Source: an optimization exercise on an open RTL-to-GDS flow (aim: small area). Production flows keep margins and buffers that such runs may drop. Function was checked by simulation only, so behaviour that the tests miss may differ from the original. Power figures rest on the tool's default switching activity, not on a simulated workload.

### design/flow/design.v
module pe_fc(
	input [7:0] xn,
	input [7:0] wn,
	input act,
	input load,
	input [15:0] bias,
	input [23:0] acc,
	input [2:0] cb,
	output [23:0] acc_n,
	output [2:0] cb_n
);
wire [23:0] kb = {4'b0111, 3'b000, ~bias[15], bias};
wire [23:0] base = load ? kb : acc;
wire [2:0] cbg = cb & {3{~load}};
wire p_0_0 = ~(xn[0] | wn[0]);
wire p_0_1 = ~(xn[1] | wn[0]);
wire p_0_2 = ~(xn[2] | wn[0]);
wire p_0_3 = ~(xn[3] | wn[0]);
wire p_0_4 = ~(xn[4] | wn[0]);
wire p_0_5 = ~(xn[5] | wn[0]);
wire p_0_6 = ~(xn[6] | wn[0]);
wire p_1_0 = ~(xn[0] | wn[1]);
wire p_1_1 = ~(xn[1] | wn[1]);
wire p_1_2 = ~(xn[2] | wn[1]);
wire p_1_3 = ~(xn[3] | wn[1]);
wire p_1_4 = ~(xn[4] | wn[1]);
wire p_1_5 = ~(xn[5] | wn[1]);
wire p_1_6 = ~(xn[6] | wn[1]);
wire p_2_0 = ~(xn[0] | wn[2]);
wire p_2_1 = ~(xn[1] | wn[2]);
wire p_2_2 = ~(xn[2] | wn[2]);
wire p_2_3 = ~(xn[3] | wn[2]);
wire p_2_4 = ~(xn[4] | wn[2]);
wire p_2_5 = ~(xn[5] | wn[2]);
wire p_2_6 = ~(xn[6] | wn[2]);
wire p_3_0 = ~(xn[0] | wn[3]);
wire p_3_1 = ~(xn[1] | wn[3]);
wire p_3_2 = ~(xn[2] | wn[3]);
wire p_3_3 = ~(xn[3] | wn[3]);
wire p_3_4 = ~(xn[4] | wn[3]);
wire p_3_5 = ~(xn[5] | wn[3]);
wire p_3_6 = ~(xn[6] | wn[3]);
wire p_4_0 = ~(xn[0] | wn[4]);
wire p_4_1 = ~(xn[1] | wn[4]);
wire p_4_2 = ~(xn[2] | wn[4]);
wire p_4_3 = ~(xn[3] | wn[4]);
wire p_4_4 = ~(xn[4] | wn[4]);
wire p_4_5 = ~(xn[5] | wn[4]);
wire p_4_6 = ~(xn[6] | wn[4]);
wire p_5_0 = ~(xn[0] | wn[5]);
wire p_5_1 = ~(xn[1] | wn[5]);
wire p_5_2 = ~(xn[2] | wn[5]);
wire p_5_3 = ~(xn[3] | wn[5]);
wire p_5_4 = ~(xn[4] | wn[5]);
wire p_5_5 = ~(xn[5] | wn[5]);
wire p_5_6 = ~(xn[6] | wn[5]);
wire p_6_0 = ~(xn[0] | wn[6]);
wire p_6_1 = ~(xn[1] | wn[6]);
wire p_6_2 = ~(xn[2] | wn[6]);
wire p_6_3 = ~(xn[3] | wn[6]);
wire p_6_4 = ~(xn[4] | wn[6]);
wire p_6_5 = ~(xn[5] | wn[6]);
wire p_6_6 = ~(xn[6] | wn[6]);
wire p_7_7 = ~(xn[7] | wn[7]);
wire g_0 = act & (xn[0] | wn[7]);
wire g_1 = act & (xn[1] | wn[7]);
wire g_2 = act & (xn[2] | wn[7]);
wire g_3 = act & (xn[3] | wn[7]);
wire g_4 = act & (xn[4] | wn[7]);
wire g_5 = act & (xn[5] | wn[7]);
wire g_6 = act & (xn[6] | wn[7]);
wire h_0 = act & (xn[7] | wn[0]);
wire h_1 = act & (xn[7] | wn[1]);
wire h_2 = act & (xn[7] | wn[2]);
wire h_3 = act & (xn[7] | wn[3]);
wire h_4 = act & (xn[7] | wn[4]);
wire h_5 = act & (xn[7] | wn[5]);
wire h_6 = act & (xn[7] | wn[6]);
wire n1, n2;
ha u2 (.a(base[5]), .b(p_0_5), .s(n1), .co(n2));
wire n3, n4;
fa u4 (.a(base[6]), .b(p_0_6), .c(p_1_5), .s(n3), .co(n4));
wire n5, n6;
ha u6 (.a(p_2_4), .b(p_3_3), .s(n5), .co(n6));
wire n7, n8;
fa u8 (.a(base[7]), .b(p_1_6), .c(p_2_5), .s(n7), .co(n8));
wire n9, n10;
fa u10 (.a(p_3_4), .b(p_4_3), .c(p_5_2), .s(n9), .co(n10));
wire n11, n12;
ha u12 (.a(p_6_1), .b(g_0), .s(n11), .co(n12));
wire n13, n14;
fa u14 (.a(base[8]), .b(p_2_6), .c(p_3_5), .s(n13), .co(n14));
wire n15, n16;
fa u16 (.a(p_4_4), .b(p_5_3), .c(p_6_2), .s(n15), .co(n16));
wire n17, n18;
ha u18 (.a(g_1), .b(h_1), .s(n17), .co(n18));
wire n19, n20;
fa u20 (.a(base[9]), .b(p_3_6), .c(p_4_5), .s(n19), .co(n20));
wire n21, n22;
fa u22 (.a(p_5_4), .b(p_6_3), .c(g_2), .s(n21), .co(n22));
wire n23, n24;
fa u24 (.a(base[10]), .b(p_4_6), .c(p_5_5), .s(n23), .co(n24));
wire n25, n26;
ha u26 (.a(base[3]), .b(p_0_3), .s(n25), .co(n26));
wire n27, n28;
fa u28 (.a(base[4]), .b(p_0_4), .c(p_1_3), .s(n27), .co(n28));
wire n29, n30;
ha u30 (.a(p_2_2), .b(p_3_1), .s(n29), .co(n30));
wire n31, n32;
fa u32 (.a(p_1_4), .b(p_2_3), .c(p_3_2), .s(n31), .co(n32));
wire n33, n34;
fa u34 (.a(p_4_1), .b(p_5_0), .c(n1), .s(n33), .co(n34));
wire n35, n36;
fa u36 (.a(p_4_2), .b(p_5_1), .c(p_6_0), .s(n35), .co(n36));
wire n37, n38;
fa u38 (.a(n2), .b(n5), .c(n3), .s(n37), .co(n38));
wire n39, n40;
fa u40 (.a(h_0), .b(n6), .c(n11), .s(n39), .co(n40));
wire n41, n42;
fa u42 (.a(n4), .b(n7), .c(n9), .s(n41), .co(n42));
wire n43, n44;
fa u44 (.a(n12), .b(n17), .c(n8), .s(n43), .co(n44));
wire n45, n46;
fa u46 (.a(n10), .b(n13), .c(n15), .s(n45), .co(n46));
wire n47, n48;
fa u48 (.a(h_2), .b(n18), .c(n14), .s(n47), .co(n48));
wire n49, n50;
fa u50 (.a(n16), .b(n19), .c(n21), .s(n49), .co(n50));
wire n51, n52;
fa u52 (.a(p_6_4), .b(g_3), .c(h_3), .s(n51), .co(n52));
wire n53, n54;
fa u54 (.a(n20), .b(n22), .c(n23), .s(n53), .co(n54));
wire n55, n56;
fa u56 (.a(base[11]), .b(p_5_6), .c(p_6_5), .s(n55), .co(n56));
wire n57, n58;
fa u58 (.a(g_4), .b(h_4), .c(n24), .s(n57), .co(n58));
wire n59, n60;
fa u60 (.a(base[12]), .b(p_6_6), .c(g_5), .s(n59), .co(n60));
wire n61, n62;
ha u62 (.a(load), .b(base[13]), .s(n61), .co(n62));
wire n63, n64;
ha u64 (.a(base[2]), .b(p_0_2), .s(n63), .co(n64));
wire n65, n66;
fa u66 (.a(p_1_2), .b(p_2_1), .c(p_3_0), .s(n65), .co(n66));
wire n67, n68;
fa u68 (.a(p_4_0), .b(n26), .c(n29), .s(n67), .co(n68));
wire n69, n70;
fa u70 (.a(n30), .b(n28), .c(n31), .s(n69), .co(n70));
wire n71, n72;
fa u72 (.a(n32), .b(n35), .c(n34), .s(n71), .co(n72));
wire n73, n74;
fa u74 (.a(n36), .b(n39), .c(n38), .s(n73), .co(n74));
wire n75, n76;
fa u76 (.a(n40), .b(n42), .c(n43), .s(n75), .co(n76));
wire n77, n78;
fa u78 (.a(n44), .b(n46), .c(n47), .s(n77), .co(n78));
wire n79, n80;
fa u80 (.a(n51), .b(n48), .c(n50), .s(n79), .co(n80));
wire n81, n82;
fa u82 (.a(n52), .b(n55), .c(n54), .s(n81), .co(n82));
wire n83, n84;
fa u84 (.a(h_5), .b(n56), .c(n59), .s(n83), .co(n84));
wire n85, n86;
fa u86 (.a(n61), .b(g_6), .c(h_6), .s(n85), .co(n86));
wire n87, n88;
ha u88 (.a(base[14]), .b(n62), .s(n87), .co(n88));
wire n89, n90;
ha u90 (.a(base[1]), .b(p_0_1), .s(n89), .co(n90));
wire n91, n92;
fa u92 (.a(p_1_1), .b(p_2_0), .c(n63), .s(n91), .co(n92));
wire n93, n94;
fa u94 (.a(n64), .b(n25), .c(n65), .s(n93), .co(n94));
wire n95, n96;
fa u96 (.a(n66), .b(n27), .c(n67), .s(n95), .co(n96));
wire n97, n98;
fa u98 (.a(n68), .b(n33), .c(n69), .s(n97), .co(n98));
wire n99, n100;
fa u100 (.a(n70), .b(n37), .c(n71), .s(n99), .co(n100));
wire n101, n102;
fa u102 (.a(n41), .b(n72), .c(n73), .s(n101), .co(n102));
wire n103, n104;
fa u104 (.a(n45), .b(n74), .c(n75), .s(n103), .co(n104));
wire n105, n106;
fa u106 (.a(n49), .b(n76), .c(n77), .s(n105), .co(n106));
wire n107, n108;
fa u108 (.a(n53), .b(n78), .c(n79), .s(n107), .co(n108));
wire n109, n110;
fa u110 (.a(n57), .b(n80), .c(n81), .s(n109), .co(n110));
wire n111, n112;
fa u112 (.a(n58), .b(n83), .c(n82), .s(n111), .co(n112));
wire n113, n114;
fa u114 (.a(n60), .b(n85), .c(n84), .s(n113), .co(n114));
wire n115, n116;
fa u116 (.a(p_7_7), .b(n87), .c(n86), .s(n115), .co(n116));
wire n117, n118;
ha u118 (.a(base[15]), .b(n88), .s(n117), .co(n118));
wire n119, n120;
ha u120 (.a(base[0]), .b(p_0_0), .s(n119), .co(n120));
wire n121, n122;
fa u122 (.a(n89), .b(p_1_0), .c(n120), .s(n121), .co(n122));
wire n123, n124;
fa u124 (.a(n90), .b(n91), .c(n122), .s(n123), .co(n124));
wire n125, n126;
fa u126 (.a(n92), .b(n93), .c(n124), .s(n125), .co(n126));
wire n127, n128;
fa u128 (.a(n94), .b(n95), .c(n126), .s(n127), .co(n128));
wire n129, n130;
fa u130 (.a(n96), .b(n97), .c(n128), .s(n129), .co(n130));
wire n131, n132;
fa u132 (.a(n98), .b(n99), .c(cbg[0]), .s(n131), .co(n132));
wire n133, n134;
fa u134 (.a(n100), .b(n101), .c(n132), .s(n133), .co(n134));
wire n135, n136;
fa u136 (.a(n102), .b(n103), .c(n134), .s(n135), .co(n136));
wire n137, n138;
fa u138 (.a(n104), .b(n105), .c(n136), .s(n137), .co(n138));
wire n139, n140;
fa u140 (.a(n106), .b(n107), .c(n138), .s(n139), .co(n140));
wire n141, n142;
fa u142 (.a(n108), .b(n109), .c(n140), .s(n141), .co(n142));
wire n143, n144;
fa u144 (.a(n110), .b(n111), .c(cbg[1]), .s(n143), .co(n144));
wire n145, n146;
fa u146 (.a(n112), .b(n113), .c(n144), .s(n145), .co(n146));
wire n147, n148;
fa u148 (.a(n114), .b(n115), .c(n146), .s(n147), .co(n148));
wire n149, n150;
fa u150 (.a(n116), .b(n117), .c(n148), .s(n149), .co(n150));
wire n151, n152;
fa u152 (.a(n118), .b(base[16]), .c(n150), .s(n151), .co(n152));
wire n153, n154;
ha u154 (.a(base[17]), .b(n152), .s(n153), .co(n154));
wire n155, n156;
ha u156 (.a(base[18]), .b(cbg[2]), .s(n155), .co(n156));
wire n157, n158;
ha u158 (.a(base[19]), .b(n156), .s(n157), .co(n158));
wire n159, n160;
ha u160 (.a(base[20]), .b(n158), .s(n159), .co(n160));
wire n161, n162;
ha u162 (.a(base[21]), .b(n160), .s(n161), .co(n162));
wire n163, n164;
ha u164 (.a(base[22]), .b(n162), .s(n163), .co(n164));
wire n165 = base[23] ^ n164;
assign acc_n = {n165, n163, n161, n159, n157, n155, n153, n151, n149, n147, n145, n143, n141, n139, n137, n135, n133, n131, n129, n127, n125, n123, n121, n119};
assign cb_n = {n154, n142, n130};
endmodule
module rescale(
	input [11:0] sa,
	input [17:8] sb,
	input [23:14] sc,
	input r_a,
	input r_b,
	input [17:15] tb,
	output r_a_n,
	output r_b_n,
	output [17:15] tb_n,
	output [7:0] q
);
wire n1, n2;
fa u2 (.a(sa[3]), .b(sa[2]), .c(sa[0]), .s(n1), .co(n2));
wire n3, n4;
fa u4 (.a(sa[4]), .b(sa[3]), .c(sa[1]), .s(n3), .co(n4));
wire n5, n6;
fa u6 (.a(sa[5]), .b(sa[4]), .c(sa[2]), .s(n5), .co(n6));
wire n7, n8;
fa u8 (.a(sa[6]), .b(sa[5]), .c(sa[3]), .s(n7), .co(n8));
wire n9, n10;
fa u10 (.a(sa[7]), .b(sa[6]), .c(sa[4]), .s(n9), .co(n10));
wire n11, n12;
fa u12 (.a(sa[8]), .b(sa[7]), .c(sa[5]), .s(n11), .co(n12));
wire n13, n14;
fa u14 (.a(sa[9]), .b(sa[8]), .c(sa[6]), .s(n13), .co(n14));
wire n15, n16;
fa u16 (.a(sa[10]), .b(sa[9]), .c(sa[7]), .s(n15), .co(n16));
wire n17, n18;
fa u18 (.a(sa[11]), .b(sa[10]), .c(sa[8]), .s(n17), .co(n18));
wire n19 = sa[1] & sa[0];
wire n20;
mj u20 (.a(sa[2]), .b(sa[1]), .c(n19), .y(n20));
wire n21 = n1 & n20;
wire n22;
mj u22 (.a(n2), .b(n3), .c(n21), .y(n22));
wire n23;
mj u23 (.a(n4), .b(n5), .c(n22), .y(n23));
wire n24;
mj u24 (.a(n6), .b(n7), .c(n23), .y(n24));
wire n25;
mj u25 (.a(n8), .b(n9), .c(n24), .y(n25));
wire n26;
mj u26 (.a(n10), .b(n11), .c(n25), .y(n26));
wire n27;
mj u27 (.a(n12), .b(n13), .c(n26), .y(n27));
wire n28;
mj u28 (.a(n14), .b(n15), .c(n27), .y(n28));
wire n29;
mj u29 (.a(n16), .b(n17), .c(n28), .y(n29));
wire n30, n31;
fa u31 (.a(sb[12]), .b(sb[11]), .c(sb[9]), .s(n30), .co(n31));
wire n32, n33;
fa u33 (.a(sb[13]), .b(sb[12]), .c(sb[10]), .s(n32), .co(n33));
wire n34, n35;
fa u35 (.a(sb[14]), .b(sb[13]), .c(sb[11]), .s(n34), .co(n35));
wire n36, n37;
fa u37 (.a(sb[15]), .b(sb[14]), .c(sb[12]), .s(n36), .co(n37));
wire n38, n39;
fa u39 (.a(sb[16]), .b(sb[15]), .c(sb[13]), .s(n38), .co(n39));
wire n40, n41;
fa u41 (.a(sb[17]), .b(sb[16]), .c(sb[14]), .s(n40), .co(n41));
wire n42;
mj u42 (.a(sb[11]), .b(sb[10]), .c(sb[8]), .y(n42));
wire n43;
mj u43 (.a(n30), .b(n42), .c(r_a), .y(n43));
wire n44;
mj u44 (.a(n31), .b(n32), .c(n43), .y(n44));
wire n45;
mj u45 (.a(n33), .b(n34), .c(n44), .y(n45));
wire n46, n47;
fa u47 (.a(n35), .b(n36), .c(n45), .s(n46), .co(n47));
wire n48, n49;
fa u49 (.a(n37), .b(n38), .c(n47), .s(n48), .co(n49));
wire n50, n51;
fa u51 (.a(n39), .b(n40), .c(n49), .s(n50), .co(n51));
wire n52, n53;
fa u53 (.a(sc[18]), .b(sc[17]), .c(sc[15]), .s(n52), .co(n53));
wire n54, n55;
fa u55 (.a(sc[19]), .b(sc[18]), .c(sc[16]), .s(n54), .co(n55));
wire n56, n57;
fa u57 (.a(sc[20]), .b(sc[19]), .c(sc[17]), .s(n56), .co(n57));
wire n58, n59;
fa u59 (.a(sc[21]), .b(sc[20]), .c(sc[18]), .s(n58), .co(n59));
wire n60, n61;
fa u61 (.a(sc[22]), .b(sc[21]), .c(sc[19]), .s(n60), .co(n61));
wire n62, n63;
fa u63 (.a(sc[23]), .b(sc[22]), .c(sc[20]), .s(n62), .co(n63));
wire n64;
mj u64 (.a(sc[17]), .b(sc[16]), .c(sc[14]), .y(n64));
wire n65, n66;
fa u66 (.a(n52), .b(n64), .c(r_b), .s(n65), .co(n66));
wire n67, n68;
fa u68 (.a(n53), .b(n54), .c(n66), .s(n67), .co(n68));
wire n69, n70;
fa u70 (.a(n55), .b(n56), .c(n68), .s(n69), .co(n70));
wire n71, n72;
fa u72 (.a(n57), .b(n58), .c(n70), .s(n71), .co(n72));
wire n73, n74;
fa u74 (.a(n59), .b(n60), .c(n72), .s(n73), .co(n74));
wire n75, n76;
fa u76 (.a(n61), .b(n62), .c(n74), .s(n75), .co(n76));
wire n77, n78;
fa u78 (.a(sc[21]), .b(n63), .c(n76), .s(n77), .co(n78));
wire n79, n80;
fa u80 (.a(sc[22]), .b(sc[23]), .c(n78), .s(n79), .co(n80));
assign r_a_n = n29;
assign r_b_n = n51;
assign tb_n = {n50, n48, n46};
wire [27:15] t = {sc[23], n80, n79, n77, n75, n73, n71, n69, n67, n65, tb};
wire in_range = (&t[27:22]) | ~(|t[27:22]);
assign q = in_range ? t[22:15] : (t[27] ? 8'h80 : 8'h7f);
endmodule
module xmux(input [8:0] sel, input [71:0] d, output [7:0] xn);
genvar j;
generate for (j = 0; j < 8; j = j + 1) begin: BIT
	wire a = ~((sel[0] & d[j]) | (sel[1] & d[8 + j]) | (sel[2] & d[16 + j]));
	wire b = ~((sel[3] & d[24 + j]) | (sel[4] & d[32 + j]) | (sel[5] & d[40 + j]));
	wire c = ~((sel[6] & d[48 + j]) | (sel[7] & d[56 + j]) | (sel[8] & d[64 + j]));
	assign xn[j] = a & b & c;
end endgenerate
endmodule
module fa(input a, input b, input c, output s, output co);
assign s = a ^ b ^ c;
assign co = (a & b) | (a & c) | (b & c);
endmodule
module ha(input a, input b, output s, output co);
assign s = a ^ b;
assign co = a & b;
endmodule
module mj(input a, input b, input c, output y);
assign y = (a & b) | (a & c) | (b & c);
endmodule
module fc_top(
	input wire clk,
	input wire rst_n,
	input wire valid_i,
	input wire [9*8-1:0] data_in,
	input wire [9*8-1:0] weight1,
	input wire [9*8-1:0] weight2,
	input wire [31:0] bias,
	output wire valid_o,
	output wire [7:0] data1_o,
	output wire [7:0] data2_o
);
reg [3:0] cnt;
reg [4:0] num_cnt;
always @(posedge clk or negedge rst_n) begin
	if (!rst_n)
		cnt <= 4'd0;
	else if (valid_i)
		cnt <= 4'd1;
	else if (cnt == 4'd13)
		cnt <= 4'd0;
	else if (cnt != 4'd0)
		cnt <= cnt + 4'd1;
end
always @(posedge clk or negedge rst_n) begin
	if (!rst_n)
		num_cnt <= 5'd0;
	else if (valid_i)
		num_cnt <= num_cnt + 5'd1;
end
assign valid_o = (cnt == 4'd13) && (num_cnt == 5'd0);
reg [63:0] w1_sr, w2_sr;
always @(posedge clk) begin
	if (valid_i) begin
		w1_sr <= weight1[71:8];
		w2_sr <= weight2[71:8];
	end else begin
		w1_sr <= {weight1[71:64], w1_sr[63:8]};
		w2_sr <= {weight2[71:64], w2_sr[63:8]};
	end
end
wire act = valid_i | ((cnt != 4'd0) && (cnt <= 4'd8));
wire [8:0] dsel;
assign dsel[0] = valid_i;
genvar gk;
generate for (gk = 1; gk < 9; gk = gk + 1) begin: DSEL
	assign dsel[gk] = (cnt == gk);
end endgenerate
wire [7:0] pe_xn;
xmux u_xmux(.sel(dsel), .d(data_in), .xn(pe_xn));
wire [7:0] pe_wn1 = ~(valid_i ? weight1[7:0] : w1_sr[7:0]);
wire [7:0] pe_wn2 = ~(valid_i ? weight2[7:0] : w2_sr[7:0]);
wire load = (num_cnt == 5'd0) && ((cnt == 4'd0) || (cnt == 4'd13));
reg [23:0] acc1, acc2;
reg [2:0] cb1, cb2;
wire [23:0] acc1_n, acc2_n;
wire [2:0] cb1_n, cb2_n;
pe_fc u_pe_fc1(
	.xn(pe_xn), .wn(pe_wn1), .act(act), .load(load), .bias(bias[15:0]),
	.acc(acc1), .cb(cb1), .acc_n(acc1_n), .cb_n(cb1_n)
);
pe_fc u_pe_fc2(
	.xn(pe_xn), .wn(pe_wn2), .act(act), .load(load), .bias(bias[31:16]),
	.acc(acc2), .cb(cb2), .acc_n(acc2_n), .cb_n(cb2_n)
);
always @(posedge clk) begin
	acc1 <= acc1_n;
	acc2 <= acc2_n;
	cb1 <= cb1_n;
	cb2 <= cb2_n;
end
wire [11:0] rs_a = (cnt == 4'd10) ? acc1[11:0] : acc2[11:0];
wire [17:8] rs_b = (cnt == 4'd11) ? acc1[17:8] : acc2[17:8];
wire [23:14] rs_c = (cnt == 4'd12) ? acc1[23:14] : acc2[23:14];
reg rs_ra, rs_rb;
reg [17:15] rs_tb;
reg [7:0] q1;
wire rs_ra_n, rs_rb_n;
wire [17:15] rs_tb_n;
wire [7:0] rs_q;
rescale u_rescale(
	.sa(rs_a), .sb(rs_b), .sc(rs_c), .r_a(rs_ra), .r_b(rs_rb), .tb(rs_tb),
	.r_a_n(rs_ra_n), .r_b_n(rs_rb_n), .tb_n(rs_tb_n), .q(rs_q)
);
always @(posedge clk) begin
	rs_ra <= rs_ra_n;
	rs_rb <= rs_rb_n;
	rs_tb <= rs_tb_n;
	q1 <= rs_q;
end
assign data1_o = q1;
assign data2_o = rs_q;
endmodule
### design/flow/flow/run.sh
#!/bin/bash
# The standard layout (standard.sh) with two changes: the port buffers are the
# smallest plain buffer cell instead of ORFS's default choice, and clock tree
# synthesis uses clkbuf_8 buffers and no dummy loads.
set -euo pipefail
export BUFFER_PORTS_ARGS="-buffer_cell sky130_fd_sc_hd__buf_1"
export CTS_ARGS="-sink_clustering_enable -repair_clock_nets -dont_use_dummy_load -buf_list sky130_fd_sc_hd__clkbuf_8"
bash standard.sh > standard.log 2>&1
### design/flow/standard.sh
#!/bin/bash
# synth_recipe.tcl (not shown) runs the flow's synth.tcl, then flattens the netlist and writes it again
# the make line also repeats each setting of config.mk as NAME=value (left out here)
make -C /OpenROAD-flow-scripts/flow DESIGN_CONFIG=/design/flow/config.mk WORK_HOME=/design/flow/orfs CLKGATE_MAP_FILE= SYNTH_SCRIPT=/design/flow/synth_recipe.tcl "${@:-finish}"
### design/flow/config.mk
export PLATFORM = sky130hd
export DESIGN_NAME = fc_top
export DESIGN_NICKNAME = fc_top
export VERILOG_FILES = /design/flow/design.v
export SDC_FILE = /design/flow/constraint.sdc
export NUM_CORES = 4
export LEC_CHECK = 0
export CAP_MARGIN = 20
export CORE_MARGIN = 2
export CORE_UTILIZATION = 40
export PLACE_DENSITY = 0.6
export SLEW_MARGIN = 20
export SYNTH_HIERARCHICAL = 1
export SYNTH_MINIMUM_KEEP_SIZE = 0
### design/flow/constraint.sdc
create_clock -name core_clock -period 8.0 [get_ports {clk}]
set_input_delay 1.6000 -clock core_clock [delete_from_list [all_inputs] [get_ports {clk}]]
set_output_delay 1.6000 -clock core_clock [all_outputs]
set_load 0.01 [all_outputs]
==> flow_metrics.py, run 1 <==
metrics = {
    "drt": {
        "vias_per_cell": 4.94,
        "wire_per_inst_microns": 18.3,
        "antenna_left": 0,
        "vias": 7922,
        "dr.pass1.iters": 7,
        "route.detailed.drc": 0,
        "wl_microns": 29400,
        "first_iter_violations": 316,
    },
    "grt": {
        "grt_pass1_wl_microns": 47000,
        "grt-ovfl-total": 0,
        "track_usage_pct": 18.4,
        "grt_pass1_vias": 8772,
        "grt_max_degree": 68,
        "antenna_found_initial": 0,
    },
    "timing": {
        "fmax_ghz": 0.128,
        "fin_crit_sh_pct": 97.8,
        "setup-violations-final": 0,
        "min_period_ns": 7.82,
        "hold_viol": 0,
        "max_slew_margin_pct": 29.2,
        "setup_tns_ns": 0,
        "whs_ns": 0.405,
        "drv_slew": 0,
        "tightestPinTransition_ns": 1.06,
        "fin_skew_ns": 0.0647,
    },
    "worst_setup_path": {
        "worstSetupStartpointType": "flip-flop",
        "crit_arrival_ns": 6.22,
        "slowest_delay_ns": 0.62,
        "crit_chain": "nand2b_2 -> nor2_4 -> buf_4 -> mux2_2 -> fa_1 -> fa_2 -> fa_1 -> fa_2 -> fa_1 -> fa_1 -> fa_2 -> fa_2 -> fa_1 -> nor2_4 -> a2bb2o_4 -> a21o_1 -> clkbuf_2",
        "r2r_setup_slack_ns": 1.49,
        "path_max_fanout": 7,
        "reg2reg_depth": 18,
        "setup.worst_path.start": "cnt[0]$_DFFE_PN0P_",
        "cpMostUsedCell": "fa_1",
        "cp_slowest_cell": "fa_1",
        "worstPathRequired_ns": 6.40,
        "worstSetupEndpointType": "output port",
        "critPathKind": "reg -> out",
        "r2r-start": "cnt[2]$_DFFE_PN0P_",
    },
    "yosys": {
        "yosysSeqAreaShare_pct": 32.9,
        "ys_top_cells_by_area": "dfxtp_1 (31%), fa_1 (26%), mux2_2 (11%)",
        "synth_top_cell_area_share_pct": 31.1,
        "synth_top_area_cell": "dfxtp_1",
        "synth_flop_cell": "dfxtp_1",
        "synth.most_common_cell": "dfxtp_1",
        "syn_nets": 1444,
        "synth_common_cells": "dfxtp_1 (195), fa_1 (160), mux2_2 (128)",
        "synth-seq-cells": 204,
        "async_flop_share_pct": 4.41,
        "synth.cell_area_sq_um": 12500,
        "ys_types": 45,
        "synth_enable_flop_cells": 0,
        "postSynthAreaPerCell_sq_um": 12.6,
        "yosys_warnings": 7,
        "synthCells": 995,
    },
    "power": {
        "seqPwrFrac_pct": 24.3,
        "p_sw_share_pct": 40.0,
        "p_int_w": 0.00367,
        "p_comb_share_pct": 62.7,
        "ir_drop_mv": 0.209,
        "power_density_nw_per_um2": 434,
        "pwr-share-clk_pct": 12.9,
        "p_switching_w": 0.00245,
        "leakage_nw": 5.70,
    },
    "min_path": {
        "hold_path.class": "reg -> reg",
        "hp-start": "w2_sr[19]$_DFF_P_",
        "whs_path_depth": 1,
    },
    "cts": {
        "cts_tree": "done",
        "htree_levels": 2,
        "cts_buffers": 37,
        "cts.path.max_buffers": 3,
        "cts.sinks": 204,
        "cts.clk_slew.worst_paths_ns": 0.05,
        "clock_latency_ns": 0.54,
        "cts_root_buf": "clkbuf_8",
    },
    "floorplan": {
        "die_w_microns": 181,
        "die_y_microns": 181,
        "ioPinCount": 268,
        "start_util_pct": 40.8,
        "die_area_sq_um": 32800,
        "core_area_sq_um": 30700,
        "row_count": 64,
    },
    "final_layout": {
        "antenna_cells": 0,
        "num-nets-final": 1659,
        "num-fill-cells": 2912,
        "syn2layout_area_growth_pct": 12.6,
        "final_layout_size_suffix_gt1_share_pct": 23.1,
    },
    "placement": {
        "gp_congestion": 0.797,
        "io_buffers": 267,
        "dpl.hpwl_microns": 22900,
    },
    "run_status": {
        "status": "complete, no violations",
    },
    "run": {
        "drv_cap": 0,
    },
}
repair_timing:
item,4_1_cts,5_1_grt
endpoints found under the setup margin,7,7
buffers inserted,3,1
resized for setup,1,20
hold buffers,0,0
pin swaps,1,5
worst paths after layout:
| path | endpoint |
|---|---|
| max | data2_o[6] |
| min in group asynchronous | num_cnt[0]$_DFFE_PN0P_ |
| max in group asynchronous | cnt[2]$_DFFE_PN0P_ |
| min | w2_sr[11]$_DFF_P_ |
| max reg2reg | acc2[17]$_DFF_P_ |
| min reg2reg | w2_sr[11]$_DFF_P_ |
through the flow:
stage	power [W]	util, %	setup slack, ns	cell area (sq um)	cells
6_report	0.00612	45.9	0.178	14100	1604
5_1_grt	0.00688	45.9	-0.0111	14100	1604
4_1_cts	0.00610	45.6	0.0114	14000	1603
3_5_place_dp	0.00526	43.9	0.337	13500	1563
3_3_place_gp	0.00514	43.9	0.490	13500	1563
2_1_floorplan	0.00578	-	0.783	12500	995
Yosys stat by module (local to each module, per instance):
module   copies in the design  area, sq um
mj                         14         11.3
fa                        160         20.0
fc_top                      1         6370
ha                         36         12.5
rescale                     1          150
xmux                        1          408
pe_fc                       2          900
flip-flops by register name (all words and copies together), names as in the netlist:
signal   flops
rs_tb        3
rs_ra        1
acc2        24
q1           8
w1_sr       64
cb1          3
cb2          3
num_cnt      5
cnt          4
rs_rb        1
w2_sr       64
acc1        24
cell families after synthesis:
family | Yosys count | share of synthesized area, %
AO/OA/AOI/OAI | 75 | 5.06
adder cells (fa/ha/maj) | 212 | 30.6
AND/OR/NAND/NOR | 170 | 6.20
buffers and inverters | 133 | 6.57
flip-flops | 204 | 32.9
multiplexers | 194 | 18.1
XOR/XNOR | 7 | 0.489
power by group through the flow:
stage	Combinational [W]	Clock [W]	Sequential (W)
3_5_place_dp	0.00375	0	0.00151
2_1_floorplan	0.00431	0	0.00147
3_3_place_gp	0.00362	0	0.00151
5_1_grt	0.00450	0.000870	0.00152
4_1_cts	0.00378	0.000831	0.00149
6_report	0.00384	0.000791	0.00149
critical path: cells and delay by family (launching register included):
| family | cells | cell delay [ns] |
|---|---|---|
| adders and majority gates | 9 | 3.79 |
| and+or+nand+nor | 3 | 0.51 |
| AOI/OAI and AO/OA | 2 | 0.44 |
| DFF | 1 | 0.36 |
| muxes | 1 | 0.35 |
| buffers and inverters | 2 | 0.28 |
area by class of cell:
| type | count | area, sq um | share of cell area (%) |
|---|---|---|---|
| Inverter | 4 | 15.0 | 0.106 |
| Clock buffer | 37 | 509 | 3.61 |
| Sequential cell | 204 | 4130 | 29.3 |
| Tap cell | 396 | 495 | 3.51 |
| Multi-Input combinational cell | 658 | 7660 | 54.3 |
| Timing Repair Buffer | 305 | 1300 | 9.20 |
cell usage in the layout (no fill, tap or decap), types with 4 or more instances in the layout:
cell      Yosys  final
or2_1         7      7
a222oi_1      8      8
maj3_2       14     14
o21a_1       28     28
nand2b_1      8      6
nand3_1       9      9
nor3_1       10      7
nor2_1      106    105
mux2_2      128    129
nor2b_1      12     12
mux2_1       18     16
xnor2_1       5      5
dfxtp_1     195    195
mux2i_1      18     18
inv_1         4      4
a22oi_1      16     16
nor3_2        1      4
fa_2          0      4
buf_4        59     38
nand2_1       6      6
fa_1        160    156
clkbuf_2      0      5
dfrtp_1       9      9
ha_1         38     38
a221oi_2      8      8
a21o_1        7      7
buf_1         1    261
mux2_4       30     31
clkbuf_8      0     37
per-layer routing:
metal,vias to the layer above,track usage (%),part of all wire [%]
li1,3708,-,-
met1,3881,22.8,41
met2,276,31.2,49
met3,57,5.36,8.1
met4,0,5.14,2.3
met5,-,0,0
==> run 2, diff against run 1 <==
--- a/design/flow/design.v
+++ b/design/flow/design.v
@@ -3,15 +3,23 @@
 	input [7:0] wn,
 	input act,
 	input load,
+	input loadn,
 	input [15:0] bias,
 	input [23:0] acc,
 	input [2:0] cb,
 	output [23:0] acc_n,
 	output [2:0] cb_n
 );
-wire [23:0] kb = {4'b0111, 3'b000, ~bias[15], bias};
-wire [23:0] base = load ? kb : acc;
-wire [2:0] cbg = cb & {3{~load}};
+wire [23:0] base;
+genvar gb;
+generate for (gb = 0; gb < 16; gb = gb + 1) begin: BASE
+	ao u_ao(.a(bias[gb]), .sa(load), .b(acc[gb]), .sb(loadn), .y(base[gb]));
+end endgenerate
+assign base[16] = (load & ~bias[15]) | (loadn & acc[16]);
+assign base[19:17] = acc[19:17] & {3{loadn}};
+assign base[22:20] = acc[22:20] | {3{load}};
+assign base[23] = acc[23] & loadn;
+wire [2:0] cbg = cb & {3{loadn}};
 wire p_0_0 = ~(xn[0] | wn[0]);
 wire p_0_1 = ~(xn[1] | wn[0]);
 wire p_0_2 = ~(xn[2] | wn[0]);
@@ -357,15 +365,28 @@
 wire in_range = (&t[27:22]) | ~(|t[27:22]);
 assign q = in_range ? t[22:15] : (t[27] ? 8'h80 : 8'h7f);
 endmodule
+module ao(input a, input sa, input b, input sb, output y);
+assign y = (a & sa) | (b & sb);
+endmodule
+module aoi(input a, input sa, input b, input sb, output y);
+assign y = ~((a | sb) & (b | sa));
+endmodule
 module xmux(input [8:0] sel, input [71:0] d, output [7:0] xn);
 genvar j;
 generate for (j = 0; j < 8; j = j + 1) begin: BIT
-	wire a = ~((sel[0] & d[j]) | (sel[1] & d[8 + j]) | (sel[2] & d[16 + j]));
-	wire b = ~((sel[3] & d[24 + j]) | (sel[4] & d[32 + j]) | (sel[5] & d[40 + j]));
-	wire c = ~((sel[6] & d[48 + j]) | (sel[7] & d[56 + j]) | (sel[8] & d[64 + j]));
-	assign xn[j] = a & b & c;
+	wire a, b, c;
+	aoi222 u_a(.a1(sel[0]), .b1(d[j]), .a2(sel[1]), .b2(d[8 + j]), .a3(sel[2]), .b3(d[16 + j]), .y(a));
+	aoi222 u_b(.a1(sel[3]), .b1(d[24 + j]), .a2(sel[4]), .b2(d[32 + j]), .a3(sel[5]), .b3(d[40 + j]), .y(b));
+	aoi222 u_c(.a1(sel[6]), .b1(d[48 + j]), .a2(sel[7]), .b2(d[56 + j]), .a3(sel[8]), .b3(d[64 + j]), .y(c));
+	and3m u_and(.a(a), .b(b), .c(c), .y(xn[j]));
 end endgenerate
 endmodule
+module aoi222(input a1, input b1, input a2, input b2, input a3, input b3, output y);
+assign y = ~((a1 & b1) | (a2 & b2) | (a3 & b3));
+endmodule
+module and3m(input a, input b, input c, output y);
+assign y = a & b & c;
+endmodule
 module fa(input a, input b, input c, output s, output co);
 assign s = a ^ b ^ c;
 assign co = (a & b) | (a & c) | (b & c);
@@ -408,15 +429,19 @@
 		num_cnt <= num_cnt + 5'd1;
 end
 assign valid_o = (cnt == 4'd13) && (num_cnt == 5'd0);
+wire valid_n = ~valid_i;
 reg [63:0] w1_sr, w2_sr;
+wire [63:0] w1_sr_n, w2_sr_n;
+genvar gw;
+generate for (gw = 0; gw < 56; gw = gw + 1) begin: WSR
+	ao u_ao1(.a(weight1[gw + 8]), .sa(valid_i), .b(w1_sr[gw + 8]), .sb(valid_n), .y(w1_sr_n[gw]));
+	ao u_ao2(.a(weight2[gw + 8]), .sa(valid_i), .b(w2_sr[gw + 8]), .sb(valid_n), .y(w2_sr_n[gw]));
+end endgenerate
+assign w1_sr_n[63:56] = weight1[71:64];
+assign w2_sr_n[63:56] = weight2[71:64];
 always @(posedge clk) begin
-	if (valid_i) begin
-		w1_sr <= weight1[71:8];
-		w2_sr <= weight2[71:8];
-	end else begin
-		w1_sr <= {weight1[71:64], w1_sr[63:8]};
-		w2_sr <= {weight2[71:64], w2_sr[63:8]};
-	end
+	w1_sr <= w1_sr_n;
+	w2_sr <= w2_sr_n;
 end
 wire act = valid_i | ((cnt != 4'd0) && (cnt <= 4'd8));
 wire [8:0] dsel;
@@ -427,19 +452,23 @@
 end endgenerate
 wire [7:0] pe_xn;
 xmux u_xmux(.sel(dsel), .d(data_in), .xn(pe_xn));
-wire [7:0] pe_wn1 = ~(valid_i ? weight1[7:0] : w1_sr[7:0]);
-wire [7:0] pe_wn2 = ~(valid_i ? weight2[7:0] : w2_sr[7:0]);
+wire [7:0] pe_wn1, pe_wn2;
+generate for (gw = 0; gw < 8; gw = gw + 1) begin: WOP
+	aoi u_aoi1(.a(weight1[gw]), .sa(valid_i), .b(w1_sr[gw]), .sb(valid_n), .y(pe_wn1[gw]));
+	aoi u_aoi2(.a(weight2[gw]), .sa(valid_i), .b(w2_sr[gw]), .sb(valid_n), .y(pe_wn2[gw]));
+end endgenerate
 wire load = (num_cnt == 5'd0) && ((cnt == 4'd0) || (cnt == 4'd13));
+wire load_n = ~load;
 reg [23:0] acc1, acc2;
 reg [2:0] cb1, cb2;
 wire [23:0] acc1_n, acc2_n;
 wire [2:0] cb1_n, cb2_n;
 pe_fc u_pe_fc1(
-	.xn(pe_xn), .wn(pe_wn1), .act(act), .load(load), .bias(bias[15:0]),
+	.xn(pe_xn), .wn(pe_wn1), .act(act), .load(load), .loadn(load_n), .bias(bias[15:0]),
 	.acc(acc1), .cb(cb1), .acc_n(acc1_n), .cb_n(cb1_n)
 );
 pe_fc u_pe_fc2(
-	.xn(pe_xn), .wn(pe_wn2), .act(act), .load(load), .bias(bias[31:16]),
+	.xn(pe_xn), .wn(pe_wn2), .act(act), .load(load), .loadn(load_n), .bias(bias[31:16]),
 	.acc(acc2), .cb(cb2), .acc_n(acc2_n), .cb_n(cb2_n)
 );
 always @(posedge clk) begin
@@ -448,9 +477,21 @@
 	cb1 <= cb1_n;
 	cb2 <= cb2_n;
 end
-wire [11:0] rs_a = (cnt == 4'd10) ? acc1[11:0] : acc2[11:0];
-wire [17:8] rs_b = (cnt == 4'd11) ? acc1[17:8] : acc2[17:8];
-wire [23:14] rs_c = (cnt == 4'd12) ? acc1[23:14] : acc2[23:14];
+wire s10 = (cnt == 4'd10), s11 = (cnt == 4'd11), s12 = (cnt == 4'd12);
+wire s10_n = ~s10, s11_n = ~s11, s12_n = ~s12;
+wire [11:0] rs_a;
+wire [17:8] rs_b;
+wire [23:14] rs_c;
+genvar gr;
+generate for (gr = 0; gr < 12; gr = gr + 1) begin: RSA
+	ao u_ao(.a(acc1[gr]), .sa(s10), .b(acc2[gr]), .sb(s10_n), .y(rs_a[gr]));
+end endgenerate
+generate for (gr = 8; gr < 18; gr = gr + 1) begin: RSB
+	ao u_ao(.a(acc1[gr]), .sa(s11), .b(acc2[gr]), .sb(s11_n), .y(rs_b[gr]));
+end endgenerate
+generate for (gr = 14; gr < 24; gr = gr + 1) begin: RSC
+	ao u_ao(.a(acc1[gr]), .sa(s12), .b(acc2[gr]), .sb(s12_n), .y(rs_c[gr]));
+end endgenerate
 reg rs_ra, rs_rb;
 reg [17:15] rs_tb;
 reg [7:0] q1;
==> run 2 against run 1 <==
  * Non-clock buffer count is 14 higher
  * Core utilization is 1.2 points higher
  * Critical endpoint is now data2_o[5]
  * Hold slack worse by 0.0047 ns
  * Clock-buffer cell count unchanged
  * Sequential power about the same
  * Die area fell by 6.3%
==> flow_metrics.py, run 2 <==
metrics = {
    "run_status": {
        "status": "complete, no violations",
    },
    "worst_setup_path": {
        "cpMostUsedCell": "fa_1",
        "cp_slowest_cell": "fa_2",
        "worstSetupEndpointType": "output port",
        "crit_arrival_ns": 6.16,
        "path_max_fanout": 7,
        "critPathBufInv": 1,
        "critPathKind": "reg -> out",
        "crit_chain": "nand2b_4 -> or2_4 -> a22o_4 -> fa_1 -> fa_1 -> fa_2 -> fa_1 -> fa_1 -> fa_1 -> fa_1 -> fa_1 -> fa_2 -> nor2_4 -> a2bb2o_4 -> a21o_1 -> clkbuf_2",
        "crit_family": "adder cells",
        "slowest_delay_ns": 0.58,
        "worstSetupStartpointType": "flip-flop",
        "worstPathRequired_ns": 6.40,
    },
    "cts": {
        "cts_tree": "done",
        "cts_buffers": 37,
        "cts.clk_slew.worst_paths_ns": 0.05,
        "clock_latency_ns": 0.54,
        "cts.path.max_buffers": 3,
        "cts_hold_buf": 0,
        "htree_levels": 2,
        "cts_root_buf": "clkbuf_8",
        "cts.sinks": 204,
    },
    "final_layout": {
        "final_common_cell": "buf_1",
        "mostFrequentLayoutCells": "buf_1 (263), dfxtp_1 (195), a22o_1 (174)",
        "num-nets-final": 1673,
        "num-fill-cells": 2697,
        "regArea_sq_um": 4130,
        "syn2layout_area_growth_pct": 15.6,
        "top_regs": "w1_sr x64, w2_sr x64",
        "final_layout_size_suffix_gt1_share_pct": 11.2,
        "multiInputGateArea_sq_um": 6990,
    },
    "power": {
        "ir_drop_mv": 0.194,
        "power_density_nw_per_um2": 447,
        "total_power_w": 0.00606,
        "leakage_nw": 5.68,
    },
    "floorplan": {
        "ioPinCount": 268,
        "start_util_pct": 40.7,
        "die_y_microns": 175,
        "die_w_microns": 175,
        "row_count": 62,
        "core_area_sq_um": 28800,
        "die_area_sq_um": 30700,
    },
    "grt": {
        "track_usage_pct": 20.7,
        "grt_max_degree": 53,
        "grt_pass1_wl_microns": 49300,
        "grt_pass1_vias": 9274,
        "grt-ovfl-total": 0,
        "antenna_found_initial": 5,
    },
    "yosys": {
        "synth.cell_area_sq_um": 11700,
        "ys_types": 40,
        "synthCells": 963,
        "synth_top_area_cell": "dfxtp_1",
        "ys_top_cells_by_area": "dfxtp_1 (33%), fa_1 (27%), a22o_1 (13%)",
        "synth_flop_cell": "dfxtp_1",
        "async_flop_share_pct": 4.41,
        "postSynthAreaPerCell_sq_um": 12.2,
        "yosysSeqAreaShare_pct": 35.2,
        "yosys_warnings": 7,
        "syn_nets": 1412,
        "synth_common_cells": "dfxtp_1 (195), a22o_1 (176), fa_1 (160)",
        "synth-seq-cells": 204,
        "synth_enable_flop_cells": 0,
        "synth.most_common_cell": "dfxtp_1",
        "synth_top_cell_area_share_pct": 33.3,
    },
    "timing": {
        "drv_slew": 0,
        "fin_crit_sh_pct": 97.0,
        "hold_viol": 0,
        "fin_ws_ns": 0.242,
        "setup_tns_ns": 0,
        "tightestPinTransition_ns": 1.01,
        "min_period_ns": 7.76,
        "setup-violations-final": 0,
        "rsz0062_at_grt": "false",
        "fin_skew_ns": 0.0670,
        "fmax_ghz": 0.129,
        "max_slew_margin_pct": 32.3,
    },
    "drt": {
        "route.detailed.drc": 0,
        "vias": 8496,
        "antenna_left": 0,
        "vias_per_cell": 5.28,
        "wire_per_inst_microns": 19.9,
        "first_iter_violations": 463,
        "dr.pass1.iters": 5,
        "wl_microns": 31900,
    },
    "run": {
        "drv_cap": 0,
    },
    "min_path": {
        "hold_path.class": "reg -> reg",
    },
    "placement": {
        "gp_congestion": 0.883,
        "io_buffers": 267,
        "dpl.hpwl_microns": 24700,
        "preCtsSetupSlack_ns": 0.256,
    },
}
[run 2: worst paths after layout]
path	from	endpoint	slack, ns	cells after the start
max in group asynchronous	rst_n	cnt[3]$_DFFE_PN0P_	6.60	1
worst max-delay path	cnt[1]$_DFFE_PN0P_	data2_o[5]	0.24	16
worst max register to register	cnt[2]$_DFFE_PN0P_	acc2[17]$_DFF_P_	1.33	16
min in group asynchronous	rst_n	num_cnt[1]$_DFFE_PN0P_	1.03	1
worst min-delay path	w1_sr[8]$_DFF_P_	w1_sr[0]$_DFF_P_	0.40	1
worst min register to register	w1_sr[8]$_DFF_P_	w1_sr[0]$_DFF_P_	0.40	1
[run 2: area by class of cell]
type,instances,area share [%]
multi-input combinational,654,51.6
sequential,204,30.5
timing repair buffer,319,10.3
clock buffer,37,3.76
tap,384,3.55
inverter,8,0.268
antenna,2,0.0369
[run 2: worst register-to-register path: cells and delay by family, from the launching register on]
kind | cells | cell delay (ns)
adders and majority gates | 10 | 4.09
and+or+nand+nor | 4 | 1.63
DFF | 1 | 0.38
AOI/OAI and AO/OA | 1 | 0.28
buffers and inverters | 1 | 0.19
[run 2: modules after synthesis (local to each module, per instance), excerpt]
module	cells	flip-flops and latches	times used
and3m	1	0	8
ao	1	0	176
aoi	1	0	16
aoi222	1	0	24
fa	1	0	160
fc_top	264	204	1
ha	1	0	36
mj	1	0	14
pe_fc	122	0	2
rescale	21	0	1
[run 2: metal layers]
metal	vias to the layer above	wire length (microns)	GRT usage, %	share of wire, %
met5	-	55	0	0.17
met4	8	756	6.28	2.4
met3	62	2790	7.11	8.7
met2	318	15200	34.7	48
met1	4183	13100	25.2	41
li1	3925	-	-	-
[run 2: power breakdown]
part           internal, W  switching (W)
Sequential         0.00136       0.000134
Clock             0.000407       0.000386
Combinational      0.00183        0.00194
Total              0.00360        0.00246
[run 2: stage by stage]
step           utilization (%)  cells  hold slack, ns  area (sq um)
6_report                  47.1   1608           0.400         13600
5_1_grt                   47.1   1607           0.421         13600
4_1_cts                   46.8   1602           0.403         13500
3_5_place_dp              44.9   1565           0.423         12900
3_3_place_gp              44.9   1565           0.422         12900
2_1_floorplan                -    963           0.420         11700
[run 2: cell families after synthesis]
family	share of synthesized area [%]
xor gates and xnor gates	0.523
adders and majority gates	32.7
buffers and inverters	5.91
AOI/OAI and AO/OA	19.0
and+or+nand+nor	6.66
DFF	35.2
[run 2: repair_timing]
action,CTS,global route
setup buffers,0,3
pin swaps,0,4
cloned,0,1
setup endpoints to repair,7,7
resized for setup,4,16
==> run 3, diff against run 2 <==
--- a/design/flow/design.v
+++ b/design/flow/design.v
@@ -368,6 +368,9 @@
 module ao(input a, input sa, input b, input sb, output y);
 assign y = (a & sa) | (b & sb);
 endmodule
+module xo(input a, input b, output y);
+assign y = a ^ b;
+endmodule
 module aoi(input a, input sa, input b, input sb, output y);
 assign y = ~((a | sb) & (b | sa));
 endmodule
@@ -434,8 +437,8 @@
 wire [63:0] w1_sr_n, w2_sr_n;
 genvar gw;
 generate for (gw = 0; gw < 56; gw = gw + 1) begin: WSR
-	ao u_ao1(.a(weight1[gw + 8]), .sa(valid_i), .b(w1_sr[gw + 8]), .sb(valid_n), .y(w1_sr_n[gw]));
-	ao u_ao2(.a(weight2[gw + 8]), .sa(valid_i), .b(w2_sr[gw + 8]), .sb(valid_n), .y(w2_sr_n[gw]));
+	aoi u_aoi1(.a(weight1[gw + 8]), .sa(valid_i), .b(w1_sr[gw + 8]), .sb(valid_n), .y(w1_sr_n[gw]));
+	aoi u_aoi2(.a(weight2[gw + 8]), .sa(valid_i), .b(w2_sr[gw + 8]), .sb(valid_n), .y(w2_sr_n[gw]));
 end endgenerate
 assign w1_sr_n[63:56] = weight1[71:64];
 assign w2_sr_n[63:56] = weight2[71:64];
@@ -452,10 +455,14 @@
 end endgenerate
 wire [7:0] pe_xn;
 xmux u_xmux(.sel(dsel), .d(data_in), .xn(pe_xn));
+wire winv = (cnt == 4'd1) || (cnt == 4'd3) || (cnt == 4'd5) || (cnt == 4'd7) || (cnt == 4'd8);
 wire [7:0] pe_wn1, pe_wn2;
 generate for (gw = 0; gw < 8; gw = gw + 1) begin: WOP
-	aoi u_aoi1(.a(weight1[gw]), .sa(valid_i), .b(w1_sr[gw]), .sb(valid_n), .y(pe_wn1[gw]));
-	aoi u_aoi2(.a(weight2[gw]), .sa(valid_i), .b(w2_sr[gw]), .sb(valid_n), .y(pe_wn2[gw]));
+	wire m1, m2;
+	aoi u_aoi1(.a(weight1[gw]), .sa(valid_i), .b(w1_sr[gw]), .sb(valid_n), .y(m1));
+	aoi u_aoi2(.a(weight2[gw]), .sa(valid_i), .b(w2_sr[gw]), .sb(valid_n), .y(m2));
+	xo u_xo1(.a(m1), .b(winv), .y(pe_wn1[gw]));
+	xo u_xo2(.a(m2), .b(winv), .y(pe_wn2[gw]));
 end endgenerate
 wire load = (num_cnt == 5'd0) && ((cnt == 4'd0) || (cnt == 4'd13));
 wire load_n = ~load;
@@ -477,7 +484,12 @@
 	cb1 <= cb1_n;
 	cb2 <= cb2_n;
 end
-wire s10 = (cnt == 4'd10), s11 = (cnt == 4'd11), s12 = (cnt == 4'd12);
+reg s10, s11, s12;
+always @(posedge clk) begin
+	s10 <= (cnt == 4'd9);
+	s11 <= (cnt == 4'd10);
+	s12 <= (cnt == 4'd11);
+end
 wire s10_n = ~s10, s11_n = ~s11, s12_n = ~s12;
 wire [11:0] rs_a;
 wire [17:8] rs_b;
==> design/flow/flow/run.sh (replaced) <==
#!/bin/bash
# The standard layout (standard.sh) with two changes: the port buffers are the
# smallest plain buffer cell instead of ORFS's default choice, and clock tree
# synthesis uses clkbuf_8 buffers, clusters of up to 12 sinks and no dummy loads.
set -euo pipefail
export BUFFER_PORTS_ARGS="-buffer_cell sky130_fd_sc_hd__buf_1"
export CTS_ARGS="-sink_clustering_enable -sink_clustering_size 12 -sink_clustering_max_diameter 150 -repair_clock_nets -dont_use_dummy_load -buf_list sky130_fd_sc_hd__clkbuf_8"
bash standard.sh > standard.log 2>&1
==> run 3 against run 2 <==
  * Still clean on timing, DRC and antenna
  * Non-clock buffer count down 12
  * Sequential power about the same
  * Worst setup slack improved by 0.12 ns
  * Register-to-register slack better by 0.03 ns
==> flow_metrics.py, run 3 <==
metrics = {
    "grt": {
        "grt_pass1_vias": 8989,
        "grt_pass1_wl_microns": 49000,
        "grt_max_degree": 51,
        "grt-ovfl-total": 0,
        "antenna_found_initial": 6,
        "track_usage_pct": 20.7,
    },
    "drt": {
        "wire_per_inst_microns": 19.9,
        "dr.pass1.iters": 5,
        "antenna_left": 0,
        "vias": 8466,
        "wl_microns": 31900,
        "vias_per_cell": 5.28,
        "first_iter_violations": 574,
        "route.detailed.drc": 0,
    },
    "yosys": {
        "synth_top_cell_area_share_pct": 34.1,
        "synth.most_common_cell": "dfxtp_1",
        "ys_top_cells_by_area": "dfxtp_1 (34%), fa_1 (28%), o22ai_1 (6.9%)",
        "synth.cell_area_sq_um": 11600,
        "async_flop_share_pct": 4.35,
        "ys_types": 35,
        "synth_top_area_cell": "dfxtp_1",
        "yosysSeqAreaShare_pct": 36.1,
        "synth_flop_cell": "dfxtp_1",
        "synth_enable_flop_cells": 0,
        "yosys_warnings": 7,
        "synth-seq-cells": 207,
        "synthCells": 982,
        "postSynthAreaPerCell_sq_um": 11.8,
        "synth_common_cells": "dfxtp_1 (198), fa_1 (160), o22ai_1 (128)",
        "syn_nets": 1431,
    },
    "floorplan": {
        "start_util_pct": 40.6,
        "ioPinCount": 268,
        "die_w_microns": 174,
        "die_y_microns": 174,
        "row_count": 62,
        "die_area_sq_um": 30400,
        "core_area_sq_um": 28600,
    },
    "power": {
        "power_density_nw_per_um2": 471,
        "p_switching_w": 0.00258,
        "ir_drop_mv": 0.218,
        "p_sw_share_pct": 42.0,
        "p_comb_share_pct": 65.7,
        "leakage_nw": 5.27,
        "seqPwrFrac_pct": 24.9,
        "pwr-share-clk_pct": 9.4,
        "p_int_w": 0.00357,
    },
    "worst_setup_path": {
        "worstPathRequired_ns": 6.40,
        "reg2reg_depth": 15,
        "worstSetupEndpointType": "output port",
        "crit_arrival_ns": 6.04,
        "path_max_fanout": 11,
        "r2r_setup_slack_ns": 1.36,
        "critPathKind": "reg -> out",
        "worstSetupStartpointType": "flip-flop",
    },
    "timing": {
        "fin_skew_ns": 0.0374,
        "drv_slew": 0,
        "fin_crit_sh_pct": 95.4,
        "fin_ws_ns": 0.364,
        "rsz0062_at_grt": "false",
        "max_slew_margin_pct": 41.4,
        "min_period_ns": 7.64,
        "setup_tns_ns": 0,
        "tightestPinTransition_ns": 0.875,
        "setup-violations-final": 0,
        "hold_viol": 0,
        "fmax_ghz": 0.131,
    },
    "final_layout": {
        "final_layout_size_suffix_gt1_share_pct": 7.50,
        "num-nets-final": 1664,
        "mostFrequentLayoutCells": "buf_1 (266), dfxtp_1 (197), fa_1 (160)",
        "top_regs": "w1_sr x64, w2_sr x64",
        "final_common_cell": "buf_1",
        "syn2layout_area_growth_pct": 12.7,
    },
    "placement": {
        "preCtsSetupSlack_ns": 0.501,
        "dpl.hpwl_microns": 25300,
        "io_buffers": 267,
        "gp_congestion": 0.869,
    },
    "min_path": {
        "whs_path_depth": 1,
        "hold_path.class": "reg -> reg",
    },
    "cts": {
        "cts_buffers": 21,
        "cts.path.max_buffers": 3,
        "cts_tree": "done",
        "cts.clk_slew.worst_paths_ns": 0.08,
        "cts.sinks": 207,
        "cts_hold_buf": 0,
        "post-cts-setup-buffers": 0,
        "clock_latency_ns": 0.53,
        "cts_root_buf": "clkbuf_8",
        "htree_levels": 1,
    },
    "run": {
        "drv_cap": 0,
    },
    "run_status": {
        "status": "complete, no violations",
    },
}
==> run 3: cell types whose count changed in the layout (fill, tap and decap cells not counted), sizes merged, moves of 3 or more <==
| cell | delta |
|---|---|
| a22o | -112 |
| o22ai | +112 |
| clkbuf | -19 |
| xor2 | +15 |
| buf | -9 |
| diode | +4 |
| dfxtp | +3 |
| or2 | -3 |
==> run 3: layout make-up <==
| type | instances | area, sq um |
|---|---|---|
| inverters | 9 | 37.5 |
| repair buffers | 307 | 1310 |
| clock buffers | 21 | 289 |
| diodes | 6 | 15.0 |
| fillers | 2721 | 15500 |
| flip-flops and latches | 207 | 4190 |
| multi-input cells | 669 | 6770 |
| well taps | 384 | 480 |
==> run 3: metrics by stage <==
| step | area [sq um] | total power [W] | util (%) | cells | hold slack (ns) |
|---|---|---|---|---|---|
| 2_1_floorplan | 11600 | 0.00629 | - | 982 | 0.388 |
| 3_3_place_gp | 12800 | 0.00548 | 44.6 | 1576 | 0.390 |
| 3_5_place_dp | 12800 | 0.00564 | 44.6 | 1576 | 0.394 |
| 4_1_cts | 13100 | 0.00623 | 45.6 | 1597 | 0.378 |
| 5_1_grt | 13100 | 0.00690 | 45.7 | 1601 | 0.387 |
| 6_report | 13100 | 0.00616 | 45.7 | 1603 | 0.378 |
==> run 3: final timing paths <==
check,to,startpoint
hold reg to reg,w1_sr[38]$_DFF_P_,w1_sr[46]$_DFF_P_
min in group asynchronous,cnt[1]$_DFFE_PN0P_,rst_n
setup reg to reg,acc2[17]$_DFF_P_,cnt[1]$_DFFE_PN0P_
hold / removal,w1_sr[38]$_DFF_P_,w1_sr[46]$_DFF_P_
setup / recovery,data2_o[5],s12$_DFF_P_
max in group asynchronous,cnt[0]$_DFFE_PN0P_,rst_n
==> run 3: Yosys stat by module (local to each module, per instance), excerpt <==
module,flops+latches,cells
fa,0,1
fc_top,207,267
ha,0,1
and3m,0,1
pe_fc,0,122
xo,0,1
mj,0,1
==> run 3: layer usage <==
metal  GRT usage, %  vias to the layer above  wire length [microns]
met5              0                        -                     26
met4           7.32                        4                    965
met3           4.68                       61                   2330
met2           35.1                      324                  15600
met1           26.1                     4125                  13000
li1               -                     3952                      -
==> run 3: power groups by stage <==
stage	combinational, W	sequential, W	clock, W
2_1_floorplan	0.00478	0.00151	0
3_3_place_gp	0.00393	0.00155	0
3_5_place_dp	0.00409	0.00155	0
4_1_cts	0.00410	0.00153	0.000607
5_1_grt	0.00471	0.00155	0.000637
6_report	0.00404	0.00153	0.000581
==> run 3: worst max-delay path, stage by stage, from the launching register on <==
cell and delay, ns:
dfxtp_2 0.45, inv_1 0.20, a22o_1 0.31, fa_1 0.52
fa_1 0.44, fa_1 0.39, fa_1 0.39, fa_1 0.39
fa_1 0.39, fa_1 0.39, fa_1 0.41, fa_1 0.47
nor2_1 0.19, a2bb2o_2 0.26, a21o_1 0.15, buf_1 0.16
==> run 3: kinds of logic (layout without fill, tap and decap cells) <==
family | Yosys count | in the layout | share of synthesized area [%]
adder cells (fa/ha/maj) | 212 | 212 | 33.0
AO/OA/AOI/OAI | 263 | 263 | 16.7
XOR/XNOR | 23 | 23 | 1.73
flip-flops | 207 | 207 | 36.1
AND/OR/NAND/NOR | 171 | 171 | 6.61
other | 0 | 6 | 0
buffers and inverters | 106 | 337 | 5.86
==> run 3: timing repair <==
item                                    CTS  global route
gates resized for setup                   0             2
endpoints found under the setup margin    0             7
endpoints found under the hold margin     0             0
==> run 4, diff against run 3 <==
--- a/design/flow/design.v
+++ b/design/flow/design.v
@@ -282,10 +282,10 @@
 fa u16 (.a(sa[10]), .b(sa[9]), .c(sa[7]), .s(n15), .co(n16));
 wire n17, n18;
 fa u18 (.a(sa[11]), .b(sa[10]), .c(sa[8]), .s(n17), .co(n18));
-wire n19 = sa[1] & sa[0];
+wire n19 = sa[1] | sa[0];
 wire n20;
 mj u20 (.a(sa[2]), .b(sa[1]), .c(n19), .y(n20));
-wire n21 = n1 & n20;
+wire n21 = n1 | n20;
 wire n22;
 mj u22 (.a(n2), .b(n3), .c(n21), .y(n22));
 wire n23;
@@ -361,9 +361,9 @@
 assign r_a_n = n29;
 assign r_b_n = n51;
 assign tb_n = {n50, n48, n46};
-wire [27:15] t = {sc[23], n80, n79, n77, n75, n73, n71, n69, n67, n65, tb};
-wire in_range = (&t[27:22]) | ~(|t[27:22]);
-assign q = in_range ? t[22:15] : (t[27] ? 8'h80 : 8'h7f);
+wire [27:15] tn = {sc[23], n80, n79, n77, n75, n73, n71, n69, n67, n65, tb};
+wire in_range = (&tn[27:22]) | ~(|tn[27:22]);
+assign q = in_range ? ~tn[22:15] : (tn[27] ? 8'h7f : 8'h80);
 endmodule
 module ao(input a, input sa, input b, input sb, output y);
 assign y = (a & sa) | (b & sb);
@@ -496,13 +496,13 @@
 wire [23:14] rs_c;
 genvar gr;
 generate for (gr = 0; gr < 12; gr = gr + 1) begin: RSA
-	ao u_ao(.a(acc1[gr]), .sa(s10), .b(acc2[gr]), .sb(s10_n), .y(rs_a[gr]));
+	aoi u_aoi(.a(acc1[gr]), .sa(s10), .b(acc2[gr]), .sb(s10_n), .y(rs_a[gr]));
 end endgenerate
 generate for (gr = 8; gr < 18; gr = gr + 1) begin: RSB
-	ao u_ao(.a(acc1[gr]), .sa(s11), .b(acc2[gr]), .sb(s11_n), .y(rs_b[gr]));
+	aoi u_aoi(.a(acc1[gr]), .sa(s11), .b(acc2[gr]), .sb(s11_n), .y(rs_b[gr]));
 end endgenerate
 generate for (gr = 14; gr < 24; gr = gr + 1) begin: RSC
-	ao u_ao(.a(acc1[gr]), .sa(s12), .b(acc2[gr]), .sb(s12_n), .y(rs_c[gr]));
+	aoi u_aoi(.a(acc1[gr]), .sa(s12), .b(acc2[gr]), .sb(s12_n), .y(rs_c[gr]));
 end endgenerate
 reg rs_ra, rs_rb;
 reg [17:15] rs_tb;
==> design/flow/flow/run.sh (replaced) <==
#!/bin/bash
# The standard layout (standard.sh) with two changes: the port buffers are the
# smallest plain buffer cell instead of ORFS's default choice, and clock tree
# synthesis uses clkbuf_8 buffers, clusters of up to 14 sinks and no dummy loads.
set -euo pipefail
export BUFFER_PORTS_ARGS="-buffer_cell sky130_fd_sc_hd__buf_1"
export CTS_ARGS="-sink_clustering_enable -sink_clustering_size 14 -sink_clustering_max_diameter 150 -repair_clock_nets -dont_use_dummy_load -buf_list sky130_fd_sc_hd__clkbuf_8"
bash standard.sh > standard.log 2>&1
--- a/design/flow/config.mk
+++ b/design/flow/config.mk
@@ -7,8 +7,8 @@
 export LEC_CHECK = 0
 export CAP_MARGIN = 20
 export CORE_MARGIN = 2
-export CORE_UTILIZATION = 40
-export PLACE_DENSITY = 0.6
+export CORE_UTILIZATION = 60
+export PLACE_DENSITY = 0.75
 export SLEW_MARGIN = 20
 export SYNTH_HIERARCHICAL = 1
 export SYNTH_MINIMUM_KEEP_SIZE = 0
==> run 4 against run 3 <==
  * Still clean
  * Cell area fell by 2.7%
  * Register-to-register slack improved by 0.07 ns
  * Maximum frequency rose by 0.45%
  * Wire length fell by 9.5%
  * Power fell by 2.6%
  * Combinational power fell by 2%
  * Worst setup slack improved by 0.034 ns
  * Clock power fell by 9.0%
  * Via count rose by 0.71%
  * Area after synthesis fell by 0.89%
==> flow_metrics.py, run 4 <==
metrics = {
    "run_status": {
        "status": "complete, no violations",
    },
    "yosys": {
        "yosysSeqAreaShare_pct": 36.4,
        "synth_common_cells": "dfxtp_1 (198), fa_1 (160), o22ai_1 (160)",
        "synth_enable_flop_cells": 0,
        "ys_top_cells_by_area": "dfxtp_1 (34%), fa_1 (28%), o22ai_1 (8.7%)",
        "synth.most_common_cell": "dfxtp_1",
        "synth_top_area_cell": "dfxtp_1",
        "synthCells": 980,
        "synth_flop_cell": "dfxtp_1",
        "yosys_warnings": 7,
        "postSynthAreaPerCell_sq_um": 11.7,
        "synth_top_cell_area_share_pct": 34.4,
        "synth.cell_area_sq_um": 11500,
    },
    "worst_setup_path": {
        "setup.worst_path.start": "s12$_DFF_P_",
        "worstSetupEndpointType": "output port",
        "critPathKind": "reg -> out",
        "worstSetupStartpointType": "flip-flop",
        "crit_arrival_ns": 6.00,
        "path_max_fanout": 11,
        "r2r-start": "cnt[1]$_DFFE_PN0P_",
        "worstPathRequired_ns": 6.40,
    },
    "drt": {
        "route.detailed.drc": 0,
        "vias": 8526,
        "vias_per_cell": 5.92,
        "wire_per_inst_microns": 20.1,
        "dr.pass1.iters": 6,
        "wl_microns": 28900,
        "antenna_left": 0,
        "first_iter_violations": 568,
    },
    "floorplan": {
        "ioPinCount": 268,
        "die_y_microns": 143,
        "row_count": 50,
        "die_w_microns": 143,
        "core_area_sq_um": 18800,
        "start_util_pct": 61.3,
    },
    "timing": {
        "fin_skew_ns": 0.0489,
        "max_slew_margin_pct": 45.6,
        "fin_crit_sh_pct": 95.0,
        "setup_tns_ns": 0,
        "drv_slew": 0,
        "setup-violations-final": 0,
        "min_period_ns": 7.60,
        "whs_ns": 0.390,
        "fmax_ghz": 0.132,
        "hold_viol": 0,
    },
    "power": {
        "power_density_nw_per_um2": 471,
        "leakage_nw": 5.05,
        "ir_drop_mv": 0.270,
    },
    "run": {
        "drv_cap": 0,
    },
    "placement": {
        "dpl.hpwl_microns": 22500,
        "io_buffers": 267,
        "gp_congestion": 0.876,
    },
    "grt": {
        "grt_pass1_wl_microns": 45300,
        "grt_pass1_vias": 8826,
        "grt_max_degree": 55,
        "grt-ovfl-total": 0,
        "track_usage_pct": 28.8,
    },
    "final_layout": {
        "num-nets-final": 1654,
        "syn2layout_area_growth_pct": 10.6,
        "top_regs": "w1_sr x64, w2_sr x64",
        "final_common_cell": "buf_1",
        "mostFrequentLayoutCells": "buf_1 (266), dfxtp_1 (197), fa_1 (160)",
        "final_layout_size_suffix_gt1_share_pct": 7.15,
    },
    "cts": {
        "cts.clk_slew.worst_paths_ns": 0.10,
        "cts_hold_buf": 0,
        "post-cts-setup-buffers": 0,
        "cts_root_buf": "clkbuf_8",
        "cts.path.max_buffers": 3,
        "cts_buffers": 18,
        "clock_latency_ns": 0.54,
    },
    "min_path": {
        "hp-start": "w2_sr[42]$_DFF_P_",
    },
}
run 4: what timing repair did:
action | CTS | global route
setup endpoints to repair | 0 | 7
gates resized for setup | 0 | 3
hold endpoints to repair | 0 | 0
run 4: layout make-up:
class	count	area (sq um)
timing repair buffer	300	1250
tap	234	293
antenna	3	7.51
fill	1454	6030
sequential	207	4190
inverter	10	41.3
clock buffer	18	248
multi-input combinational	668	6700
run 4: per-stage QoR:
stage / util (%) / instances / power, W / setup slack, ns / cell area (sq um)
after floorplan: - / 980 / 0.00622 / 0.0104 / 11500
after global placement: 66.4 / 1419 / 0.00533 / 0.476 / 12500
after detailed placement: 66.4 / 1419 / 0.00555 / 0.357 / 12500
after CTS: 67.7 / 1437 / 0.00607 / 0.0896 / 12700
after global routing: 67.8 / 1438 / 0.00677 / 0.00772 / 12700
final: 67.8 / 1440 / 0.00600 / 0.399 / 12700
run 4: path summary, 6_finish.rpt:
check	cells after the start	end	slack, ns
setup / recovery	15	data2_o[2]	0.40
hold / removal	1	w2_sr[34]$_DFF_P_	0.39
setup reg to reg	15	acc1[17]$_DFF_P_	1.43
hold reg to reg	1	w2_sr[34]$_DFF_P_	0.39
max in group asynchronous	1	cnt[2]$_DFFE_PN0P_	6.68
min in group asynchronous	1	num_cnt[2]$_DFFE_PN0P_	0.99
run 4: kinds of logic (layout without fill, tap and decap cells):
family          Yosys count  in the layout  synth area share (%)
simple gates            170            170                  6.70
compound gates          263            263                  16.1
fa+ha+maj               212            212                  33.3
xor+xnor                 23             23                  1.75
flops                   207            207                  36.4
buf+inv                 105            328                  5.76
other cells               0              3                     0
run 4: metal layers:
metal / track usage (%) / vias to the layer above / part of all wire [%]
met3: 5.72 / 56 / 7.6
met1: 38.5 / 4188 / 40
met4: 8.86 / 0 / 2.6
li1: - / 3916 / -
met2: 48.0 / 366 / 50
met5: 0 / - / 0
run 4: where the power goes:
group | internal [W] | total (W) | switching, W
sequential | 0.00139 | 0.00153 | 0.000140
combinational | 0.00188 | 0.00394 | 0.00207
clock | 0.000203 | 0.000529 | 0.000326
run 4: critical path: stages, from the launching register on:
cell	delay (ns)
dfxtp_2	0.46
inv_1	0.22
o22ai_2	0.36
fa_1	0.48
fa_1	0.45
fa_1	0.40
fa_1	0.40
fa_1	0.39
fa_1	0.39
fa_1	0.39
fa_1	0.40
fa_1	0.47
nor2_1	0.15
a21oi_2	0.12
o21ai_1	0.21
buf_1	0.17
run 4: Yosys stat by module, one instance, submodules excluded, a selection:
| module | times used | cells |
|---|---|---|
| rescale | 1 | 19 |
| aoi | 160 | 1 |
| mj | 14 | 1 |
| fc_top | 1 | 267 |
| aoi222 | 24 | 1 |
| fa | 160 | 1 |
| ha | 36 | 1 |
| and3m | 8 | 1 |
| xo | 16 | 1 |
| pe_fc | 2 | 122 |
| ao | 32 | 1 |

Check on run 4: ideal ports give 0.399 ns setup slack; a clkbuf_16 on the clock port and buf_2 on the inputs give 0.356 ns; moving port delays by the midpoint clock arrival (0.554 ns) as well gives 0.277 ns.
